This is an optimization exercise on Yosys and OpenROAD, whose aim is small area, not a production implementation. The RTL was checked by simulation tests, not by an equivalence proof against the original design.

==> flow/design.v <==
module conv1 (
  input clock,
  input reset,
  input vld_in,
  input [5:0][15:0] in,
  output vld_out,
  output [63:0][15:0] out
);
  reg vld_r;
  always @(posedge clock) vld_r <= vld_in & ~reset;
  assign vld_out = vld_r;
  wire [15:0] i0 = in[0];
  wire [15:0] i1 = in[1];
  wire [15:0] i2 = in[2];
  wire [15:0] i3 = in[3];
  wire [15:0] i4 = in[4];
  wire [15:0] i5 = in[5];
  wire [15:0] a0 = i2 + i4;
  wire [15:0] a1 = i1 + ~i3 + 16'd1;
  wire [15:0] a2 = i0 + i3;
  wire [15:0] a3 = i4 + i5;
  wire [15:0] a4 = i0 + i2;
  wire [15:0] a5 = i0 + ~i5 + 16'd1;
  wire [15:0] a6 = i4 + ~i5 + 16'd1;
  wire [15:0] a7 = i2 + ~a6;
  wire [15:0] a8 = i2 + a6;
  wire [15:0] a9 = ~i3 + a5 + 16'd1;
  wire [15:0] a10 = i1 + a4;
  wire [15:0] a11 = i1 + a6;
  wire [15:0] a12 = i0 + a1;
  wire [15:0] a13 = i1 + ~a3 + 16'd1;
  wire [15:0] a14 = i1 + a2;
  wire [15:0] a15 = i1 + a5;
  wire [15:0] a16 = ~a7 + ~a15 + 16'd1;
  wire [15:0] a17 = i4 + a9;
  wire [15:0] a18 = ~i2 + a14 + 16'd1;
  wire [15:0] a19 = ~i5 + a10;
  wire [15:0] a20 = a1 + ~a5 + 16'd1;
  wire [15:0] a21 = a3 + a10;
  wire [15:0] a22 = ~a0 + ~a9 + 16'd2;
  wire [15:0] a23 = ~a8 + ~a14 + 16'd2;
  reg [15:0] r0;
  always @(posedge clock) r0 <= a7;
  reg [15:0] r1;
  always @(posedge clock) r1 <= a8;
  reg [15:0] r2;
  always @(posedge clock) r2 <= a0;
  reg [15:0] r3;
  always @(posedge clock) r3 <= a1;
  reg [15:0] r4;
  always @(posedge clock) r4 <= a2;
  reg [15:0] r5;
  always @(posedge clock) r5 <= a9;
  reg [15:0] r6;
  always @(posedge clock) r6 <= i3;
  reg [15:0] r7;
  always @(posedge clock) r7 <= a16;
  reg [15:0] r8;
  always @(posedge clock) r8 <= a10;
  reg [15:0] r9;
  always @(posedge clock) r9 <= a11;
  reg [15:0] r10;
  always @(posedge clock) r10 <= a12;
  reg [15:0] r11;
  always @(posedge clock) r11 <= i2;
  reg [15:0] r12;
  always @(posedge clock) r12 <= a13;
  reg [15:0] r13;
  always @(posedge clock) r13 <= a3;
  reg [15:0] r14;
  always @(posedge clock) r14 <= i1;
  reg [15:0] r15;
  always @(posedge clock) r15 <= a21;
  reg [15:0] r16;
  always @(posedge clock) r16 <= a14;
  reg [15:0] r17;
  always @(posedge clock) r17 <= a4;
  reg [15:0] r18;
  always @(posedge clock) r18 <= a17;
  reg [15:0] r19;
  always @(posedge clock) r19 <= a22;
  reg [15:0] r20;
  always @(posedge clock) r20 <= a5;
  reg [15:0] r21;
  always @(posedge clock) r21 <= a18;
  reg [15:0] r22;
  always @(posedge clock) r22 <= a23;
  reg [15:0] r23;
  always @(posedge clock) r23 <= a19;
  reg [15:0] r24;
  always @(posedge clock) r24 <= a15;
  reg [15:0] r25;
  always @(posedge clock) r25 <= a20;
  wire [15:0] b0 = r1 + ~r2 + 16'd1;
  wire [15:0] b1 = r3 + ~r12 + 16'd1;
  wire [15:0] b2 = ~r4 + r20 + 16'd1;
  wire [15:0] b3 = r7 + r16;
  wire [15:0] b4 = r0 + r6 + 16'd1;
  wire [15:0] b5 = r2 + ~r3 + 16'd1;
  wire [15:0] b6 = ~r11 + r12 + 16'd1;
  wire [15:0] b7 = r19 + r24;
  wire [15:0] b8 = r17 + ~r23;
  wire [15:0] b9 = r5 + ~r10 + 16'd1;
  wire [15:0] b10 = ~r15 + r17 + 16'd1;
  wire [15:0] b11 = ~r8 + ~r19 + 16'd2;
  wire [15:0] b12 = ~r16 + r20 + 16'd1;
  wire [15:0] b13 = r0 + r3 + 16'd1;
  wire [15:0] b14 = r2 + r3;
  wire [15:0] b15 = r0 + r14 + 16'd1;
  wire [15:0] b16 = r8 + ~r20 + 16'd1;
  wire [15:0] b17 = ~r0 + ~r9 + r18 + 16'd1;
  wire [15:0] b18 = ~r13 + ~r9 + r18 + 16'd2;
  wire [15:0] b19 = ~r14 + r18 + 16'd1;
  wire [15:0] b20 = r4 + ~r9 + 16'd1;
  wire [15:0] b21 = ~r13 + r25 + 16'd1;
  wire [15:0] b22 = r14 + r19;
  wire [15:0] b23 = ~r9 + r17 + 16'd1;
  wire [15:0] b24 = r3 + r19;
  wire [15:0] b25 = ~r12 + r17 + 16'd1;
  wire [15:0] b26 = ~r13 + ~r11 + r25 + 16'd2;
  wire [15:0] b27 = ~r2 + r5 + 16'd1;
  wire [15:0] b28 = r11 + ~r18 + 16'd1;
  wire [15:0] b29 = r2 + ~r4 + 16'd1;
  wire [15:0] b30 = r0 + ~r4 + 16'd2;
  wire [15:0] b31 = r5 + r11;
  wire [15:0] b32 = r11 + r20;
  wire [15:0] b33 = r8 + ~r12 + 16'd1;
  wire [15:0] b34 = r3 + r7;
  wire [15:0] b35 = ~r0 + ~r4 + 16'd1;
  wire [15:0] b36 = ~r1 + r10 + 16'd1;
  wire [15:0] b37 = ~r0 + r10;
  wire [15:0] b38 = r13 + ~r21 + 16'd1;
  wire [15:0] b39 = r13 + r21;
  wire [15:0] b40 = ~r2 + r23 + 16'd2;
  wire [15:0] b41 = r1 + ~r8 + 16'd1;
  wire [15:0] b42 = ~r0 + ~r10 + 16'd1;
  wire [15:0] b43 = r6 + ~r23;
  wire [15:0] b44 = ~r6 + r15 + 16'd1;
  wire [15:0] b45 = r8 + ~r13 + 16'd1;
  wire [15:0] b46 = ~r6 + ~r23 + 16'd1;
  wire [15:0] b47 = r6 + r15;
  assign out[0] = b44;
  assign out[1] = b32;
  assign out[2] = b23;
  assign out[3] = r18;
  assign out[4] = r7;
  assign out[5] = b41;
  assign out[6] = b6;
  assign out[7] = b2;
  assign out[8] = b9;
  assign out[9] = b15;
  assign out[10] = r19;
  assign out[11] = b18;
  assign out[12] = b22;
  assign out[13] = b25;
  assign out[14] = b17;
  assign out[15] = b34;
  assign out[16] = r1;
  assign out[17] = r14;
  assign out[18] = b38;
  assign out[19] = b33;
  assign out[20] = r25;
  assign out[21] = b0;
  assign out[22] = r15;
  assign out[23] = b29;
  assign out[24] = r5;
  assign out[25] = b19;
  assign out[26] = b8;
  assign out[27] = b40;
  assign out[28] = r24;
  assign out[29] = b26;
  assign out[30] = r20;
  assign out[31] = b39;
  assign out[32] = b10;
  assign out[33] = b20;
  assign out[34] = b35;
  assign out[35] = r21;
  assign out[36] = b28;
  assign out[37] = b43;
  assign out[38] = b30;
  assign out[39] = b31;
  assign out[40] = b24;
  assign out[41] = b7;
  assign out[42] = b12;
  assign out[43] = b13;
  assign out[44] = r21;
  assign out[45] = b16;
  assign out[46] = b42;
  assign out[47] = b37;
  assign out[48] = b36;
  assign out[49] = r22;
  assign out[50] = 16'd0;
  assign out[51] = b1;
  assign out[52] = b46;
  assign out[53] = b4;
  assign out[54] = b45;
  assign out[55] = b3;
  assign out[56] = b12;
  assign out[57] = b14;
  assign out[58] = b11;
  assign out[59] = b47;
  assign out[60] = b21;
  assign out[61] = b27;
  assign out[62] = b5;
  assign out[63] = r12;
endmodule
==> flow/flow/run.sh <==
#!/bin/bash
# Layout flow: standard synthesis (for the register list), then the hand-mapped
# adder netlist generated by flow/gen.py from flow/plan.json replaces the
# synthesized netlist; the rest is the standard ORFS flow, with port buffers
# of the smallest buffer cell.
set -eo pipefail
R=orfs/results/sky130hd/conv1/base
bash standard.sh synth > std_synth.log 2>&1
cp $R/1_2_yosys.v std_1_2_yosys.v
python3 flow/gen.py flow/plan.json std_1_2_yosys.v hand_netlist.v > gen.log 2>&1
cp hand_netlist.v $R/1_2_yosys.v
rm -f $R/1_synth.odb
bash standard.sh BUFFER_PORTS_ARGS="-buffer_cell sky130_fd_sc_hd__buf_1" PLACE_PINS_ARGS="-min_distance 1 -min_distance_in_tracks" POST_GLOBAL_PLACE_TCL=$PWD/flow/post_gpl.tcl CTS_ARGS="-sink_clustering_enable -repair_clock_nets -sink_clustering_size 25 -sink_clustering_max_diameter 80 -dont_use_dummy_load" finish > std_finish.log 2>&1
==> flow/flow/gen.py <==
# Generates the hand-mapped gate netlist for conv1 from plan.json.
# usage: python3 gen.py plan.json std_netlist.v out_netlist.v
import json, sys, re, random, os
sys.path.insert(0, os.path.dirname(os.path.abspath(__file__)))
from nlgen3 import generate, write
plan = json.load(open(sys.argv[1]))
std = open(sys.argv[2]).read()
ffs = re.findall(r"sky130_fd_sc_hd__(dfxtp_\d)\s+(\\\S+|\S+)\s*\(", std)
stdnames = set(n for t, n in ffs)
# register-bit signatures from random simulation of the plan
M = 0xFFFF
rnd = random.Random(1)
N = 256
sigs = {}
vals = []
for t in range(N):
    x = [rnd.randrange(65536) for _ in range(6)]
    v = {f"i{j}": x[j] for j in range(6)}
    for nd in plan['nodes']:
        if nd['stage'] != 'A': continue
        op = lambda n, i: (~v[n]) & M if i else v[n]
        if nd.get('type') == 'inc': v[nd['name']] = (op(nd['a'], nd['inva']) + 1) & M
        else: v[nd['name']] = (sum(op(s_, i_) for s_, i_ in nd['ops']) + nd['const']) & M
    vals.append({r['name']: v[r['src']] for r in plan['regs']})
def sig(r, i): return tuple((vals[t][r] >> i) & 1 for t in range(N))
def ffn(r, i): return f"\\{r}[{i}]$_DFF_P_"
alias = {}
present = {}
for r in plan['regs']:
    for i in range(16):
        s = sig(r['name'], i)
        if ffn(r['name'], i) in stdnames: present.setdefault(s, (r['name'], i))
for r in plan['regs']:
    for i in range(16):
        if ffn(r['name'], i) not in stdnames:
            s = sig(r['name'], i)
            assert s in present, ('missing reg bit', r['name'], i)
            alias[(r['name'], i)] = present[s]
def ffname(r, i):
    if r == 'vld_r': return "\\vld_r$_DFF_P_ "
    return ffn(r, i) + " "
nl, assigns = generate(plan, ffname=ffname, alias=alias)
mine = len(re.findall(r"dfxtp_1", "\n".join(nl.lines)))
print('std ffs', len(ffs), 'mine', mine, 'aliases', alias)
assert mine == len(ffs)
write(nl, assigns, sys.argv[3])
print('area', round(nl.area, 1))
==> flow/flow/post_gpl.tcl <==
# Upsize the input-port buffers that buffer_ports inserted (they drive the
# stage-A fanout); output-port buffers stay at the smallest buffer cell.
foreach c [get_cells input*] {
  if {[regexp {^input[0-9]+$} [get_full_name $c]] && [get_property $c ref_name] eq "sky130_fd_sc_hd__buf_1"} {
    replace_cell $c sky130_fd_sc_hd__buf_4
  }
}
==> flow/standard.sh <==
#!/bin/bash
# synth_recipe.tcl (not shown) runs the flow's synth.tcl, then flattens the netlist and writes it again
# the make line also repeats each setting of config.mk as NAME=value (left out here)
make -C /OpenROAD-flow-scripts/flow DESIGN_CONFIG=/design/flow/config.mk WORK_HOME=/design/flow/orfs CLKGATE_MAP_FILE= SYNTH_SCRIPT=/design/flow/synth_recipe.tcl "${@:-finish}"
==> flow/config.mk <==
export PLATFORM = sky130hd
export DESIGN_NAME = conv1
export DESIGN_NICKNAME = conv1
export VERILOG_FILES = /design/flow/design.v
export SDC_FILE = /design/flow/constraint.sdc
export NUM_CORES = 8
export LEC_CHECK = 0
export CAP_MARGIN = 20
export CORE_MARGIN = 2
export CORE_UTILIZATION = 55
export CTS_CLUSTER_DIAMETER = 80
export CTS_CLUSTER_SIZE = 25
export GPL_TIMING_DRIVEN = 0
export PLACE_DENSITY = 0.7
export SETUP_SLACK_MARGIN = 0.11
export SLEW_MARGIN = 20
==> flow/constraint.sdc <==
create_clock -name core_clock -period 6.0 [get_ports {clock}]
set_input_delay 1.2000 -clock core_clock [delete_from_list [all_inputs] [get_ports {clock}]]
set_output_delay 1.2000 -clock core_clock [all_outputs]
set_load 0.01 [all_outputs]
Not shown: flow/flow/nlgen3.py, flow/flow/plan.json
==> run summary, run 1 <==
- For this run, the total global-route usage over all layers was measured as 0.436.
- The worst setup path is captured at an output pin.
- The cell occurring most often along the worst timing path is sky130_fd_sc_hd__a21oi_2.
- The routed metal-1 wirelength is 66700 µm.
- The depth of the critical timing path with buffers and inverters included is 17.
- The worst hold path belongs to the class in -> reg.
- The number of vias in the routed layout is 39600.
- The relative area of non-clock buffer cells in the final design is 0.0988.
- The maximum root-to-sink buffer count is 3.
- The placeable core region is 71500 µm².
- The data arrival time of the worst path is 4.61 ns.
- The DRC violation count after routing is 0.
- The finished cells cover 49100 µm².
- The number of standard-cell rows in the floorplan is 98.
- The number of search-and-repair iterations in the first detailed-routing pass is 7.
- The family with the most delay on the worst path is compound AO/OA/AOI/OAI gates.
- After layout, the inverter instance count without clock inverters stands at 54.
- Of the total standard cell area in the layout, the sequential portion is 0.173.
- The number of placed instances, taps included is 6987.
- From bottom edge to top edge, the die measures 273 µm.
- 4459 cells are multi-input combinational gates.
- The number of buffers added to fix hold violations after cts is 0.
- The flow ran to the end and the layout has no timing, DRC or antenna violations.
- The ratio of cells with drive above 1 in the final layout is 0.115.
- The clock drives 417 sinks.
- Max-cap violations in this run came to 0.
- Hold is met by 0.701 ns.
- The number of pins exceeding their max-slew limit in the final report came to 0.
- The antenna diode count is 10.
- Buffers added to address setup during post-CTS repair amount to 18.
- The final cell count without fillers is 7071.
- In the routed layout, each cell is associated on average with a via count of 5.61.
- The routed wirelength normalized by instance count is 24.5 µm.
- For met3 alone, demand over resource in global routing was 0.126.
- The data required time of the critical path is 4.80 ns.
==> run 2: changes to the inputs <==
==> flow/flow/plan.json (replaced) <==
{"nodes": [{"name": "a0", "stage": "A", "ops": [["i2", false], ["i4", false]], "const": 0, "lvl": 1, "kf": 3, "la": false, "_opol": [[0, 0, 0, 0, 0, 0, 0, 0, 0, 0, 0, 0, 0, 0, 0, 0], [0, 0, 0, 0, 0, 0, 0, 0, 0, 0, 0, 0, 0, 0, 0, 0]]}, {"name": "a1", "stage": "A", "ops": [["i1", false], ["i3", true]], "const": 1, "lvl": 1, "kf": 3, "la": false, "_opol": [[0, 0, 0, 0, 0, 0, 0, 0, 0, 0, 0, 0, 0, 0, 0, 0], [1, 1, 1, 1, 1, 1, 1, 1, 1, 1, 1, 1, 1, 1, 1, 1]]}, {"name": "a2", "stage": "A", "ops": [["i0", false], ["i3", false]], "const": 0, "lvl": 1, "kf": 1, "la": false, "_opol": [[0, 0, 0, 0, 0, 0, 0, 0, 0, 0, 0, 0, 0, 0, 0, 0], [0, 0, 0, 0, 0, 0, 0, 0, 0, 0, 0, 0, 0, 0, 0, 0]]}, {"name": "a3", "stage": "A", "ops": [["i4", false], ["i5", false]], "const": 0, "lvl": 1, "kf": 4, "la": false, "_opol": [[0, 0, 0, 0, 0, 0, 0, 0, 0, 0, 0, 0, 0, 0, 0, 0], [0, 0, 0, 0, 0, 0, 0, 0, 0, 0, 0, 0, 0, 0, 0, 0]]}, {"name": "a4", "stage": "A", "ops": [["i0", false], ["i2", false]], "const": 0, "lvl": 1, "kf": 3, "la": false, "_opol": [[0, 0, 0, 0, 0, 0, 0, 0, 0, 0, 0, 0, 0, 0, 0, 0], [0, 0, 0, 0, 0, 0, 0, 0, 0, 0, 0, 0, 0, 0, 0, 0]]}, {"name": "a5", "stage": "A", "ops": [["i0", false], ["i5", true]], "const": 1, "lvl": 1, "kf": 1, "la": true, "_opol": [[0, 0, 0, 0, 0, 0, 0, 0, 0, 0, 0, 0, 0, 0, 0, 0], [1, 1, 1, 1, 1, 1, 1, 1, 1, 1, 1, 1, 1, 1, 1, 1]]}, {"name": "a6", "stage": "A", "ops": [["i4", false], ["i5", true]], "const": 1, "lvl": 1, "kf": 1, "la": true, "_opol": [[0, 0, 0, 0, 0, 0, 0, 0, 0, 0, 0, 0, 0, 0, 0, 0], [1, 1, 1, 1, 1, 1, 1, 1, 1, 1, 1, 1, 1, 1, 1, 1]]}, {"name": "a7", "stage": "A", "ops": [["i2", false], ["a6", true]], "const": 0, "lvl": 2, "kf": 1, "la": false, "_opol": [[0, 0, 0, 0, 0, 0, 0, 0, 0, 0, 0, 0, 0, 0, 0, 0], [0, 1, 1, 1, 0, 1, 0, 1, 0, 1, 0, 1, 0, 1, 0, 1]]}, {"name": "a8", "stage": "A", "ops": [["i2", false], ["a6", false]], "const": 0, "lvl": 2, "kf": 1, "la": true, "_opol": [[0, 0, 0, 0, 0, 0, 0, 0, 0, 0, 0, 0, 0, 0, 0, 0], [1, 0, 0, 0, 1, 0, 1, 0, 1, 0, 1, 0, 1, 0, 1, 0]]}, {"name": "a9", "stage": "A", "ops": [["i3", true], ["a5", false]], "const": 1, "lvl": 2, "kf": 1, "la": true, "_opol": [[1, 1, 1, 1, 1, 1, 1, 1, 1, 1, 1, 1, 1, 1, 1, 1], [0, 0, 0, 0, 0, 0, 0, 0, 0, 0, 0, 0, 0, 0, 0, 0]]}, {"name": "a10", "stage": "A", "ops": [["i1", false], ["a4", false]], "const": 0, "lvl": 2, "kf": 3, "la": false, "_opol": [[0, 0, 0, 0, 0, 0, 0, 0, 0, 0, 0, 0, 0, 0, 0, 0], [0, 0, 0, 0, 0, 0, 0, 0, 0, 0, 0, 0, 0, 0, 0, 0]]}, {"name": "a11", "stage": "A", "ops": [["i1", false], ["a6", false]], "const": 0, "lvl": 2, "kf": 4, "la": false, "_opol": [[0, 0, 0, 0, 0, 0, 0, 0, 0, 0, 0, 0, 0, 0, 0, 0], [1, 0, 0, 0, 1, 0, 1, 0, 1, 0, 1, 0, 1, 0, 1, 0]]}, {"name": "a12", "stage": "A", "ops": [["i0", false], ["a1", false]], "const": 0, "lvl": 2, "kf": 4, "la": false, "_opol": [[0, 0, 0, 0, 0, 0, 0, 0, 0, 0, 0, 0, 0, 0, 0, 0], [0, 0, 0, 0, 0, 0, 0, 0, 0, 0, 0, 0, 0, 0, 0, 0]]}, {"name": "a13", "stage": "A", "ops": [["i1", false], ["a3", true]], "const": 1, "lvl": 2, "kf": 4, "la": false, "_opol": [[0, 0, 0, 0, 0, 0, 0, 0, 0, 0, 0, 0, 0, 0, 0, 0], [1, 1, 1, 1, 1, 1, 1, 1, 1, 1, 1, 1, 1, 1, 1, 1]]}, {"name": "a14", "stage": "A", "ops": [["i1", false], ["a2", false]], "const": 0, "lvl": 2, "kf": 1, "la": false, "_opol": [[0, 0, 0, 0, 0, 0, 0, 0, 0, 0, 0, 0, 0, 0, 0, 0], [0, 0, 0, 0, 0, 0, 0, 0, 0, 0, 0, 0, 0, 0, 0, 0]]}, {"name": "a15", "stage": "A", "ops": [["i1", false], ["a5", false]], "const": 0, "lvl": 2, "kf": 1, "la": false, "_opol": [[0, 0, 0, 0, 0, 0, 0, 0, 0, 0, 0, 0, 0, 0, 0, 0], [0, 0, 0, 0, 0, 0, 0, 0, 0, 0, 0, 0, 0, 0, 0, 0]]}, {"name": "a16", "stage": "A", "ops": [["a7", true], ["a15", true]], "const": 1, "lvl": 3, "kf": 1, "la": false, "_opol": [[1, 1, 1, 1, 1, 1, 1, 1, 1, 1, 1, 1, 1, 1, 1, 1], [1, 1, 1, 1, 1, 1, 1, 1, 1, 1, 1, 1, 1, 1, 1, 1]]}, {"name": "a17", "stage": "A", "ops": [["i4", false], ["a9", false]], "const": 0, "lvl": 3, "kf": 1, "la": false, "_opol": [[0, 0, 0, 0, 0, 0, 0, 0, 0, 0, 0, 0, 0, 0, 0, 0], [0, 0, 0, 0, 0, 0, 0, 0, 0, 0, 0, 0, 0, 0, 0, 0]]}, {"name": "a18", "stage": "A", "ops": [["i2", true], ["a14", false]], "const": 1, "lvl": 3, "kf": 1, "la": false, "_opol": [[1, 1, 1, 1, 1, 1, 1, 1, 1, 1, 1, 1, 1, 1, 1, 1], [0, 0, 0, 0, 0, 0, 0, 0, 0, 0, 0, 0, 0, 0, 0, 0]]}, {"name": "a19", "stage": "A", "ops": [["i5", true], ["a10", false]], "const": 0, "lvl": 3, "kf": 3, "la": false, "_opol": [[1, 1, 1, 1, 1, 1, 1, 1, 1, 1, 1, 1, 1, 1, 1, 1], [0, 0, 0, 0, 0, 0, 0, 0, 0, 0, 0, 0, 0, 0, 0, 0]]}, {"name": "a20", "stage": "A", "ops": [["a1", false], ["a5", true]], "const": 1, "lvl": 2, "kf": 3, "la": false, "_opol": [[0, 0, 0, 0, 0, 0, 0, 0, 0, 0, 0, 0, 0, 0, 0, 0], [1, 1, 1, 1, 1, 1, 1, 1, 1, 1, 1, 1, 1, 1, 1, 1]]}, {"name": "a21", "stage": "A", "ops": [["a3", false], ["a10", false]], "const": 0, "lvl": 3, "kf": 3, "la": false, "_opol": [[0, 0, 0, 0, 0, 0, 0, 0, 0, 0, 0, 0, 0, 0, 0, 0], [0, 0, 0, 0, 0, 0, 0, 0, 0, 0, 0, 0, 0, 0, 0, 0]]}, {"name": "a22", "stage": "A", "ops": [["a0", true], ["a9", true]], "const": 2, "lvl": 3, "kf": 1, "la": true, "_opol": [[1, 1, 1, 1, 1, 1, 1, 1, 1, 1, 1, 1, 1, 1, 1, 1], [1, 1, 1, 1, 1, 1, 1, 1, 1, 1, 1, 1, 1, 1, 1, 1]]}, {"name": "a23", "stage": "A", "ops": [["a8", true], ["a14", true]], "const": 2, "lvl": 3, "kf": 1, "la": true, "_opol": [[1, 1, 1, 1, 1, 1, 1, 1, 1, 1, 1, 1, 1, 1, 1, 1], [1, 1, 1, 1, 1, 1, 1, 1, 1, 1, 1, 1, 1, 1, 1, 1]]}, {"name": "b0", "stage": "B", "ops": [["r1", false], ["r2", true]], "const": 1, "lvl": 1, "kf": 1, "la": false, "_opol": [[0, 0, 0, 0, 0, 0, 0, 0, 0, 0, 0, 0, 0, 0, 0, 0], [1, 1, 1, 1, 1, 1, 1, 1, 1, 1, 1, 1, 1, 1, 1, 1]]}, {"name": "b1", "stage": "B", "ops": [["r3", false], ["r12", true]], "const": 1, "lvl": 1, "kf": 1, "la": false, "_opol": [[0, 0, 0, 0, 0, 0, 0, 0, 0, 0, 0, 0, 0, 0, 0, 0], [1, 1, 1, 1, 1, 1, 1, 1, 1, 1, 1, 1, 1, 1, 1, 1]]}, {"name": "b2", "stage": "B", "ops": [["r4", true], ["r20", false]], "const": 1, "lvl": 1, "kf": 1, "la": false, "_opol": [[1, 1, 1, 1, 1, 1, 1, 1, 1, 1, 1, 1, 1, 1, 1, 1], [0, 0, 0, 0, 0, 0, 0, 0, 0, 0, 0, 0, 0, 0, 0, 0]]}, {"name": "b3", "stage": "B", "ops": [["r7", false], ["r16", false]], "const": 0, "lvl": 1, "kf": 1, "la": false, "_opol": [[0, 0, 0, 0, 0, 0, 0, 0, 0, 0, 0, 0, 0, 0, 0, 0], [0, 0, 0, 0, 0, 0, 0, 0, 0, 0, 0, 0, 0, 0, 0, 0]]}, {"name": "b4", "stage": "B", "ops": [["r0", false], ["r6", false]], "const": 1, "lvl": 1, "kf": 1, "la": false, "_opol": [[0, 0, 0, 0, 0, 0, 0, 0, 0, 0, 0, 0, 0, 0, 0, 0], [0, 0, 0, 0, 0, 0, 0, 0, 0, 0, 0, 0, 0, 0, 0, 0]]}, {"name": "b5", "stage": "B", "ops": [["r2", false], ["r3", true]], "const": 1, "lvl": 1, "kf": 1, "la": false, "_opol": [[0, 0, 0, 0, 0, 0, 0, 0, 0, 0, 0, 0, 0, 0, 0, 0], [1, 1, 1, 1, 1, 1, 1, 1, 1, 1, 1, 1, 1, 1, 1, 1]]}, {"name": "b6", "stage": "B", "ops": [["r11", true], ["r12", false]], "const": 1, "lvl": 1, "kf": 1, "la": false, "_opol": [[1, 1, 1, 1, 1, 1, 1, 1, 1, 1, 1, 1, 1, 1, 1, 1], [0, 0, 0, 0, 0, 0, 0, 0, 0, 0, 0, 0, 0, 0, 0, 0]]}, {"name": "b7", "stage": "B", "ops": [["r19", false], ["r24", false]], "const": 0, "lvl": 1, "kf": 1, "la": false, "_opol": [[0, 0, 0, 0, 0, 0, 0, 0, 0, 0, 0, 0, 0, 0, 0, 0], [0, 0, 0, 0, 0, 0, 0, 0, 0, 0, 0, 0, 0, 0, 0, 0]]}, {"name": "b8", "stage": "B", "ops": [["r17", false], ["r23", true]], "const": 0, "lvl": 1, "kf": 1, "la": false, "_opol": [[0, 0, 0, 0, 0, 0, 0, 0, 0, 0, 0, 0, 0, 0, 0, 0], [1, 1, 1, 1, 1, 1, 1, 1, 1, 1, 1, 1, 1, 1, 1, 1]]}, {"name": "b9", "stage": "B", "ops": [["r5", false], ["r10", true]], "const": 1, "lvl": 1, "kf": 1, "la": false, "_opol": [[0, 0, 0, 0, 0, 0, 0, 0, 0, 0, 0, 0, 0, 0, 0, 0], [1, 1, 1, 1, 1, 1, 1, 1, 1, 1, 1, 1, 1, 1, 1, 1]]}, {"name": "b10", "stage": "B", "ops": [["r15", true], ["r17", false]], "const": 1, "lvl": 1, "kf": 1, "la": false, "_opol": [[1, 1, 1, 1, 1, 1, 1, 1, 1, 1, 1, 1, 1, 1, 1, 1], [0, 0, 0, 0, 0, 0, 0, 0, 0, 0, 0, 0, 0, 0, 0, 0]]}, {"name": "b11", "stage": "B", "ops": [["r8", true], ["r19", true]], "const": 2, "lvl": 1, "kf": 1, "la": false, "_opol": [[1, 1, 1, 1, 1, 1, 1, 1, 1, 1, 1, 1, 1, 1, 1, 1], [1, 1, 1, 1, 1, 1, 1, 1, 1, 1, 1, 1, 1, 1, 1, 1]]}, {"name": "b12", "stage": "B", "ops": [["r16", true], ["r20", false]], "const": 1, "lvl": 1, "kf": 1, "la": false, "_opol": [[1, 1, 1, 1, 1, 1, 1, 1, 1, 1, 1, 1, 1, 1, 1, 1], [0, 0, 0, 0, 0, 0, 0, 0, 0, 0, 0, 0, 0, 0, 0, 0]]}, {"name": "b13", "stage": "B", "ops": [["r0", false], ["r3", false]], "const": 1, "lvl": 1, "kf": 1, "la": false, "_opol": [[0, 0, 0, 0, 0, 0, 0, 0, 0, 0, 0, 0, 0, 0, 0, 0], [0, 0, 0, 0, 0, 0, 0, 0, 0, 0, 0, 0, 0, 0, 0, 0]]}, {"name": "b14", "stage": "B", "ops": [["r2", false], ["r3", false]], "const": 0, "lvl": 1, "kf": 1, "la": false, "_opol": [[0, 0, 0, 0, 0, 0, 0, 0, 0, 0, 0, 0, 0, 0, 0, 0], [0, 0, 0, 0, 0, 0, 0, 0, 0, 0, 0, 0, 0, 0, 0, 0]]}, {"name": "b15", "stage": "B", "ops": [["r0", false], ["r14", false]], "const": 1, "lvl": 1, "kf": 1, "la": false, "_opol": [[0, 0, 0, 0, 0, 0, 0, 0, 0, 0, 0, 0, 0, 0, 0, 0], [0, 0, 0, 0, 0, 0, 0, 0, 0, 0, 0, 0, 0, 0, 0, 0]]}, {"name": "b16", "stage": "B", "ops": [["r8", false], ["r20", true]], "const": 1, "lvl": 1, "kf": 1, "la": false, "_opol": [[0, 0, 0, 0, 0, 0, 0, 0, 0, 0, 0, 0, 0, 0, 0, 0], [1, 1, 1, 1, 1, 1, 1, 1, 1, 1, 1, 1, 1, 1, 1, 1]]}, {"name": "b17", "stage": "B", "ops": [["r0", true], ["r9", true], ["r18", false]], "const": 1, "lvl": 1, "kf": 1, "la": false, "_opol": [[1, 1, 1, 1, 1, 1, 1, 1, 1, 1, 1, 1, 1, 1, 1, 1], [1, 1, 1, 1, 1, 1, 1, 1, 1, 1, 1, 1, 1, 1, 1, 1]]}, {"name": "b18", "stage": "B", "ops": [["r13", true], ["r9", true], ["r18", false]], "const": 2, "lvl": 1, "kf": 1, "la": false, "_opol": [[1, 1, 1, 1, 1, 1, 1, 1, 1, 1, 1, 1, 1, 1, 1, 1], [1, 1, 1, 1, 1, 1, 1, 1, 1, 1, 1, 1, 1, 1, 1, 1]]}, {"name": "b19", "stage": "B", "ops": [["r14", true], ["r18", false]], "const": 1, "lvl": 1, "kf": 1, "la": false, "_opol": [[1, 1, 1, 1, 1, 1, 1, 1, 1, 1, 1, 1, 1, 1, 1, 1], [0, 0, 0, 0, 0, 0, 0, 0, 0, 0, 0, 0, 0, 0, 0, 0]]}, {"name": "b20", "stage": "B", "ops": [["r4", false], ["r9", true]], "const": 1, "lvl": 1, "kf": 1, "la": false, "_opol": [[0, 0, 0, 0, 0, 0, 0, 0, 0, 0, 0, 0, 0, 0, 0, 0], [1, 1, 1, 1, 1, 1, 1, 1, 1, 1, 1, 1, 1, 1, 1, 1]]}, {"name": "b21", "stage": "B", "ops": [["r13", true], ["r25", false]], "const": 1, "lvl": 1, "kf": 1, "la": false, "_opol": [[1, 1, 1, 1, 1, 1, 1, 1, 1, 1, 1, 1, 1, 1, 1, 1], [0, 0, 0, 0, 0, 0, 0, 0, 0, 0, 0, 0, 0, 0, 0, 0]]}, {"name": "b22", "stage": "B", "ops": [["r14", false], ["r19", false]], "const": 0, "lvl": 1, "kf": 1, "la": false, "_opol": [[0, 0, 0, 0, 0, 0, 0, 0, 0, 0, 0, 0, 0, 0, 0, 0], [0, 0, 0, 0, 0, 0, 0, 0, 0, 0, 0, 0, 0, 0, 0, 0]]}, {"name": "b23", "stage": "B", "ops": [["r9", true], ["r17", false]], "const": 1, "lvl": 1, "kf": 1, "la": false, "_opol": [[1, 1, 1, 1, 1, 1, 1, 1, 1, 1, 1, 1, 1, 1, 1, 1], [0, 0, 0, 0, 0, 0, 0, 0, 0, 0, 0, 0, 0, 0, 0, 0]]}, {"name": "b24", "stage": "B", "ops": [["r3", false], ["r19", false]], "const": 0, "lvl": 1, "kf": 1, "la": false, "_opol": [[0, 0, 0, 0, 0, 0, 0, 0, 0, 0, 0, 0, 0, 0, 0, 0], [0, 0, 0, 0, 0, 0, 0, 0, 0, 0, 0, 0, 0, 0, 0, 0]]}, {"name": "b25", "stage": "B", "ops": [["r12", true], ["r17", false]], "const": 1, "lvl": 1, "kf": 1, "la": false, "_opol": [[1, 1, 1, 1, 1, 1, 1, 1, 1, 1, 1, 1, 1, 1, 1, 1], [0, 0, 0, 0, 0, 0, 0, 0, 0, 0, 0, 0, 0, 0, 0, 0]]}, {"name": "b26", "stage": "B", "ops": [["r13", true], ["r11", true], ["r25", false]], "const": 2, "lvl": 1, "kf": 1, "la": false, "_opol": [[1, 1, 1, 1, 1, 1, 1, 1, 1, 1, 1, 1, 1, 1, 1, 1], [1, 1, 1, 1, 1, 1, 1, 1, 1, 1, 1, 1, 1, 1, 1, 1]]}, {"name": "b27", "stage": "B", "ops": [["r2", true], ["r5", false]], "const": 1, "lvl": 1, "kf": 1, "la": false, "_opol": [[1, 1, 1, 1, 1, 1, 1, 1, 1, 1, 1, 1, 1, 1, 1, 1], [0, 0, 0, 0, 0, 0, 0, 0, 0, 0, 0, 0, 0, 0, 0, 0]]}, {"name": "b28", "stage": "B", "ops": [["r11", false], ["r18", true]], "const": 1, "lvl": 1, "kf": 1, "la": false, "_opol": [[0, 0, 0, 0, 0, 0, 0, 0, 0, 0, 0, 0, 0, 0, 0, 0], [1, 1, 1, 1, 1, 1, 1, 1, 1, 1, 1, 1, 1, 1, 1, 1]]}, {"name": "b29", "stage": "B", "ops": [["r2", false], ["r4", true]], "const": 1, "lvl": 1, "kf": 1, "la": false, "_opol": [[0, 0, 0, 0, 0, 0, 0, 0, 0, 0, 0, 0, 0, 0, 0, 0], [1, 1, 1, 1, 1, 1, 1, 1, 1, 1, 1, 1, 1, 1, 1, 1]]}, {"name": "b30", "stage": "B", "ops": [["r0", false], ["r4", true]], "const": 2, "lvl": 1, "kf": 1, "la": false, "_opol": [[0, 0, 0, 0, 0, 0, 0, 0, 0, 0, 0, 0, 0, 0, 0, 0], [1, 1, 1, 1, 1, 1, 1, 1, 1, 1, 1, 1, 1, 1, 1, 1]]}, {"name": "b31", "stage": "B", "ops": [["r5", false], ["r11", false]], "const": 0, "lvl": 1, "kf": 1, "la": false, "_opol": [[0, 0, 0, 0, 0, 0, 0, 0, 0, 0, 0, 0, 0, 0, 0, 0], [0, 0, 0, 0, 0, 0, 0, 0, 0, 0, 0, 0, 0, 0, 0, 0]]}, {"name": "b32", "stage": "B", "ops": [["r11", false], ["r20", false]], "const": 0, "lvl": 1, "kf": 1, "la": false, "_opol": [[0, 0, 0, 0, 0, 0, 0, 0, 0, 0, 0, 0, 0, 0, 0, 0], [0, 0, 0, 0, 0, 0, 0, 0, 0, 0, 0, 0, 0, 0, 0, 0]]}, {"name": "b33", "stage": "B", "ops": [["r8", false], ["r12", true]], "const": 1, "lvl": 1, "kf": 1, "la": false, "_opol": [[0, 0, 0, 0, 0, 0, 0, 0, 0, 0, 0, 0, 0, 0, 0, 0], [1, 1, 1, 1, 1, 1, 1, 1, 1, 1, 1, 1, 1, 1, 1, 1]]}, {"name": "b34", "stage": "B", "ops": [["r3", false], ["r7", false]], "const": 0, "lvl": 1, "kf": 1, "la": false, "_opol": [[0, 0, 0, 0, 0, 0, 0, 0, 0, 0, 0, 0, 0, 0, 0, 0], [0, 0, 0, 0, 0, 0, 0, 0, 0, 0, 0, 0, 0, 0, 0, 0]]}, {"name": "b35", "stage": "B", "ops": [["r0", true], ["r4", true]], "const": 1, "lvl": 1, "kf": 1, "la": false, "_opol": [[1, 1, 1, 1, 1, 1, 1, 1, 1, 1, 1, 1, 1, 1, 1, 1], [1, 1, 1, 1, 1, 1, 1, 1, 1, 1, 1, 1, 1, 1, 1, 1]]}, {"name": "b36", "stage": "B", "ops": [["r1", true], ["r10", false]], "const": 1, "lvl": 1, "kf": 1, "la": false, "_opol": [[1, 1, 1, 1, 1, 1, 1, 1, 1, 1, 1, 1, 1, 1, 1, 1], [0, 0, 0, 0, 0, 0, 0, 0, 0, 0, 0, 0, 0, 0, 0, 0]]}, {"name": "b37", "stage": "B", "ops": [["r0", true], ["r10", false]], "const": 0, "lvl": 1, "kf": 1, "la": false, "_opol": [[1, 1, 1, 1, 1, 1, 1, 1, 1, 1, 1, 1, 1, 1, 1, 1], [0, 0, 0, 0, 0, 0, 0, 0, 0, 0, 0, 0, 0, 0, 0, 0]]}, {"name": "b38", "stage": "B", "ops": [["r13", false], ["r21", true]], "const": 1, "lvl": 1, "kf": 1, "la": false, "_opol": [[0, 0, 0, 0, 0, 0, 0, 0, 0, 0, 0, 0, 0, 0, 0, 0], [1, 1, 1, 1, 1, 1, 1, 1, 1, 1, 1, 1, 1, 1, 1, 1]]}, {"name": "b39", "stage": "B", "ops": [["r13", false], ["r21", false]], "const": 0, "lvl": 1, "kf": 1, "la": false, "_opol": [[0, 0, 0, 0, 0, 0, 0, 0, 0, 0, 0, 0, 0, 0, 0, 0], [0, 0, 0, 0, 0, 0, 0, 0, 0, 0, 0, 0, 0, 0, 0, 0]]}, {"name": "b40", "stage": "B", "ops": [["r2", true], ["r23", false]], "const": 2, "lvl": 1, "kf": 1, "la": false, "_opol": [[1, 1, 1, 1, 1, 1, 1, 1, 1, 1, 1, 1, 1, 1, 1, 1], [0, 0, 0, 0, 0, 0, 0, 0, 0, 0, 0, 0, 0, 0, 0, 0]]}, {"name": "b41", "stage": "B", "ops": [["r1", false], ["r8", true]], "const": 1, "lvl": 1, "kf": 1, "la": false, "_opol": [[0, 0, 0, 0, 0, 0, 0, 0, 0, 0, 0, 0, 0, 0, 0, 0], [1, 1, 1, 1, 1, 1, 1, 1, 1, 1, 1, 1, 1, 1, 1, 1]]}, {"name": "b42", "stage": "B", "ops": [["r0", true], ["r10", true]], "const": 1, "lvl": 1, "kf": 1, "la": false, "_opol": [[1, 1, 1, 1, 1, 1, 1, 1, 1, 1, 1, 1, 1, 1, 1, 1], [1, 1, 1, 1, 1, 1, 1, 1, 1, 1, 1, 1, 1, 1, 1, 1]]}, {"name": "b43", "stage": "B", "ops": [["r6", false], ["r23", true]], "const": 0, "lvl": 1, "kf": 1, "la": false, "_opol": [[0, 0, 0, 0, 0, 0, 0, 0, 0, 0, 0, 0, 0, 0, 0, 0], [1, 1, 1, 1, 1, 1, 1, 1, 1, 1, 1, 1, 1, 1, 1, 1]]}, {"name": "b44", "stage": "B", "ops": [["r6", true], ["r15", false]], "const": 1, "lvl": 1, "kf": 1, "la": false, "_opol": [[1, 1, 1, 1, 1, 1, 1, 1, 1, 1, 1, 1, 1, 1, 1, 1], [0, 0, 0, 0, 0, 0, 0, 0, 0, 0, 0, 0, 0, 0, 0, 0]]}, {"name": "b45", "stage": "B", "ops": [["r8", false], ["r13", true]], "const": 1, "lvl": 1, "kf": 1, "la": false, "_opol": [[0, 0, 0, 0, 0, 0, 0, 0, 0, 0, 0, 0, 0, 0, 0, 0], [1, 1, 1, 1, 1, 1, 1, 1, 1, 1, 1, 1, 1, 1, 1, 1]]}, {"name": "b46", "stage": "B", "ops": [["r6", true], ["r23", true]], "const": 1, "lvl": 1, "kf": 1, "la": false, "_opol": [[1, 1, 1, 1, 1, 1, 1, 1, 1, 1, 1, 1, 1, 1, 1, 1], [1, 1, 1, 1, 1, 1, 1, 1, 1, 1, 1, 1, 1, 1, 1, 1]]}, {"name": "b47", "stage": "B", "ops": [["r6", false], ["r15", false]], "const": 0, "lvl": 1, "kf": 1, "la": false, "_opol": [[0, 0, 0, 0, 0, 0, 0, 0, 0, 0, 0, 0, 0, 0, 0, 0], [0, 0, 0, 0, 0, 0, 0, 0, 0, 0, 0, 0, 0, 0, 0, 0]]}], "regs": [{"name": "r0", "src": "a7"}, {"name": "r1", "src": "a8"}, {"name": "r2", "src": "a0"}, {"name": "r3", "src": "a1"}, {"name": "r4", "src": "a2"}, {"name": "r5", "src": "a9"}, {"name": "r6", "src": "i3"}, {"name": "r7", "src": "a16"}, {"name": "r8", "src": "a10"}, {"name": "r9", "src": "a11"}, {"name": "r10", "src": "a12"}, {"name": "r11", "src": "i2"}, {"name": "r12", "src": "a13"}, {"name": "r13", "src": "a3"}, {"name": "r14", "src": "i1"}, {"name": "r15", "src": "a21"}, {"name": "r16", "src": "a14"}, {"name": "r17", "src": "a4"}, {"name": "r18", "src": "a17"}, {"name": "r19", "src": "a22"}, {"name": "r20", "src": "a5"}, {"name": "r21", "src": "a18"}, {"name": "r22", "src": "a23"}, {"name": "r23", "src": "a19"}, {"name": "r24", "src": "a15"}, {"name": "r25", "src": "a20"}], "outs": ["b44", "b32", "b23", "r18", "r7", "b41", "b6", "b2", "b9", "b15", "r19", "b18", "b22", "b25", "b17", "b34", "r1", "r14", "b38", "b33", "r25", "b0", "r15", "b29", "r5", "b19", "b8", "b40", "r24", "b26", "r20", "b39", "b10", "b20", "b35", "r21", "b28", "b43", "b30", "b31", "b24", "b7", "b12", "b13", "r21", "b16", "b42", "b37", "b36", "r22", null, "b1", "b46", "b4", "b45", "b3", "b12", "b14", "b11", "b47", "b21", "b27", "b5", "r12"], "cost": 21140, "conf": 2}
--- a/flow/config.mk
+++ b/flow/config.mk
@@ -11,6 +11,5 @@
 export CTS_CLUSTER_DIAMETER = 80
 export CTS_CLUSTER_SIZE = 25
 export GPL_TIMING_DRIVEN = 0
-export PLACE_DENSITY = 0.7
-export SETUP_SLACK_MARGIN = 0.11
+export SETUP_SLACK_MARGIN = 0.08
 export SLEW_MARGIN = 20
==> run summary, run 2 <==
- The library cell used most frequently in the layout, excluding fill and tap cells, is sky130_fd_sc_hd__xor2_1.
- The DRC violation count after routing was 0 (unchanged).
- The number of placed I/O pins is 1124.
- The count of buffers added on input and output ports is 1107.
- The worst setup path is of the reg -> out kind.
- The share of the clock period used by the worst path is 0.972.
- The post-synthesis instance area is 40200 µm².
- The CTS buffer count is 34.
- The number of standard-cell rows in the floorplan was 99 (+1.0%).
- The number of antenna violations at the first check in global routing is 16.
- The number of search-and-repair iterations in the first detailed-routing pass is 6 (-1).
- The run finished with no timing, DRC or antenna violations.
- The worst path in the final design needs a cycle of 5.83 ns, including I/O delays and setup.
- Along the worst path, the maximum fanout reaches 7.
- The data arrival time of the worst path came to 4.63 ns (+0.02 ns).
- Setup violations remaining at the end of the flow were counted as 0.
- For hold timing, the worst endpoint is vld_r$_DFF_P_.
- A synthesized cell averages 8.07 µm².
- Setup repair after global routing could not meet its margin everywhere.
- The number of failing hold endpoints at the final stage was 0.
- The via density per instance is 5.48 (-2.2%).
- STA classifies the critical path startpoint as a flip-flop.
- The TritonCTS clock tree is built.
- The number of buffers added to fix hold violations after cts is 0 (unchanged).
- Static timing analysis puts the maximum clock frequency at 171 MHz.
- The total routing usage reported by global routing is 0.412 (-0.0243).
- The cell area after layout is 49500 µm² (+0.86%).
- On the worst path, the slowest cell contributes a delay of 0.41 ns.
- The global-route met3 utilization came to 0.0929 (-0.0329).
- The worst hold path belongs to the class in -> reg.
- The first-pass GRT wire length is 226000 µm.
- The number of placed instances, taps included was 7054 (+0.96%).
- Among all stages on the critical path, the largest delay is contributed by sky130_fd_sc_hd__dfxtp_4.
- The final cell count without fillers is 7147 (+1.1%).
- The horizontal die dimension is 274 µm.
- The global-route met2 utilization is 0.618.
- The tightest hold margin is 0.763 ns (+0.0617 ns).
- The routed wirelength normalized by instance count is 23.2 µm (-5.5%).
- Walking the worst path, the cells encountered are xnor2_1 > nor2_1 > a21oi_2 > o21ai_1 > a21oi_2 > o21ai_1 > a21oi_2 > o21ai_1 > a21oi_2 > o21ai_2 > a21oi_2 > o21ai_1 > a21oi_1 > o21ai_2 > a21oi_1 > o21ai_1 > xor2_1 > buf_1.
- The detail route stage leaves a number of antenna-violating nets equal to 0.
- In the layout the commonest cells are 1520 x sky130_fd_sc_hd__xor2_1, 1008 x sky130_fd_sc_hd__buf_1, 605 x sky130_fd_sc_hd__xnor2_1.
- Once layout is complete, the utilization of the core stands at 0.683.
- The maximum root-to-sink buffer count is 3 (unchanged).
- The number of global-route vias before repair came to 34200.
- The worst hold path was traced through 2 stages.
- OpenSTA, run right after detailed placement, puts the worst setup slack at -1.24 ns.
- Once placement finished, the instance area stood at 45900 µm².
- The wire length reported by the detailed router is 166000 µm.
- The most congested layer reported by global routing is met2.
- The number of vias in the routed layout is 39200 (-1.2%).
- The root buffer cell chosen for the clock tree is sky130_fd_sc_hd__clkbuf_16.
- The fraction of met1 tracks used by global routing is 0.558.
- The maximum number of pins on one net before global-route repair is 25.
- The headroom to the max-slew limit is 0.219.
- The detailed router finished its first iteration with 3130 violations.
- The clock-pin slew on the worst setup and hold paths is 0.07 ns.
- For the pin with the worst max-slew slack, the measured transition is 1.17 ns.
- The number of H-tree branching levels is 2.
- The data required time of the critical path is 4.80 ns (about the same).
- The remaining global-route overflow is 0.
- The number of pins exceeding their max-slew limit in the final report is 0 (unchanged).
- For this configuration, the core starts out at a cell density of 0.553.
- Setup slack closes at 0.166 ns.
- The layout overhead on the synthesized area is 23.4%.
- The ratio of cells with drive above 1 in the final layout is 0.106 (-0.00905).
- The number of max-capacitance violations reported is 0 (unchanged).
- The worst hold path begins at reset.
- The detailed-placement wirelength estimate is 138000 µm.
- The floorplan step defined a die boundary enclosing 75200 µm².
- The cell count after synthesis is 4973.
- The die outline height was 274 µm (+0.61%).
- The placeable core region is 72600 µm² (+1.5%).
- The worst setup path is captured at an output pin.
- In the final design database the tool counted 6352 nets.
- The number of clock sinks is 417 (unchanged).
- For this run, the number of Yosys warnings is 1.
==> run 2: cell types whose count changed in the layout (fill, tap and decap cells not counted), moves of 22 or more <==
cell                      delta
sky130_fd_sc_hd__a21oi_1    +41
sky130_fd_sc_hd__a21oi_2    -42
sky130_fd_sc_hd__xnor2_1    +37
sky130_fd_sc_hd__xor2_1     -61
sky130_fd_sc_hd__a21o_1     +22
==> run 2: metrics by stage <==
| step | TNS [ns] |
|---|---|
| after global routing | -0.0949 |
| final | 0 |
| after floorplan | 0 |
| after global placement | -22.95 |
| after detailed placement | -16.95 |
| after CTS | 0 |
==> run 2: worst max-delay path: cells and delay by family (launching register included) <==
family	cells	cell delay, ns
flip-flops	1	0.41
XOR/XNOR	2	0.45
AO/OA/AOI/OAI	14	2.92
buffers and inverters	1	0.17
AND/OR/NAND/NOR	1	0.09
==> run 2: final cells by class <==
class	count	area, µm²
inverters	56	210
repair buffers	1158	4910
multi-input cells	4515	33900
diodes	8	20.0
fillers	6389	23000
well taps	959	1200
clock buffers	34	851
flip-flops and latches	417	8450
==> run 2: metal layers <==
metal	vias up	part of all wire
li1	18400	-
met5	-	0.00054
met3	347	0.11
met1	18500	0.41
met4	12	0.055
met2	1921	0.42
==> run 2: worst max path at each step <==
stage | endpoint | start | slack (ns) | depth (start not counted)
2_1_floorplan | r23[15]$_DFF_P_ | in[32] | 0.59 | 19
3_5_place_dp | r22[15]$_DFF_P_ | in[65] | -1.24 | 21
3_3_place_gp | r22[15]$_DFF_P_ | in[81] | -1.27 | 21
4_1_cts | out[31] | r20[0]$_DFF_P_ | 0.08 | 17
6_report | out[95] | r8[1]$_DFF_P_ | 0.17 | 18
5_1_grt | r18[15]$_DFF_P_ | in[1] | -0.07 | 23
==> run 2: timing repair <==
item,in CTS,in global routing
resized for setup,207,303
pin swaps,8,33
setup endpoints to repair,142,107
setup buffers,11,40

-- afterwards: timing with drivers on the ports --
How much do the figures lean on ideal ports? The routed layouts below were timed once more, with nothing changed but the port constraints. Step 1 (the two cells are an assumption about what drives the block):
set clk [get_ports {clock}]
set_driving_cell -lib_cell sky130_fd_sc_hd__clkbuf_16 $clk
set_driving_cell -lib_cell sky130_fd_sc_hd__buf_2 [delete_from_list [all_inputs] $clk]
Step 2 times the ports against the registers' clock, not the clock port: input delays grow and output delays shrink by t, the midpoint of the rising clock arrivals with the driver on. Three values: ideal ports, drivers, drivers and shift; two values: the first two.
run	shift t [ns]	slack for setup (ns)	worst setup path after step 2
run 1	0.692	0.185 / 0.110 / -0.414	input to register
run 2	0.637	0.166 / 0.094 / -0.420	input to register
With both steps, setup timing fails in run 1 and run 2, where it was met with ideal ports. For run 1, which loses most, drivers alone change the setup slack by -0.075 ns; drivers and shift together by -0.599 ns.
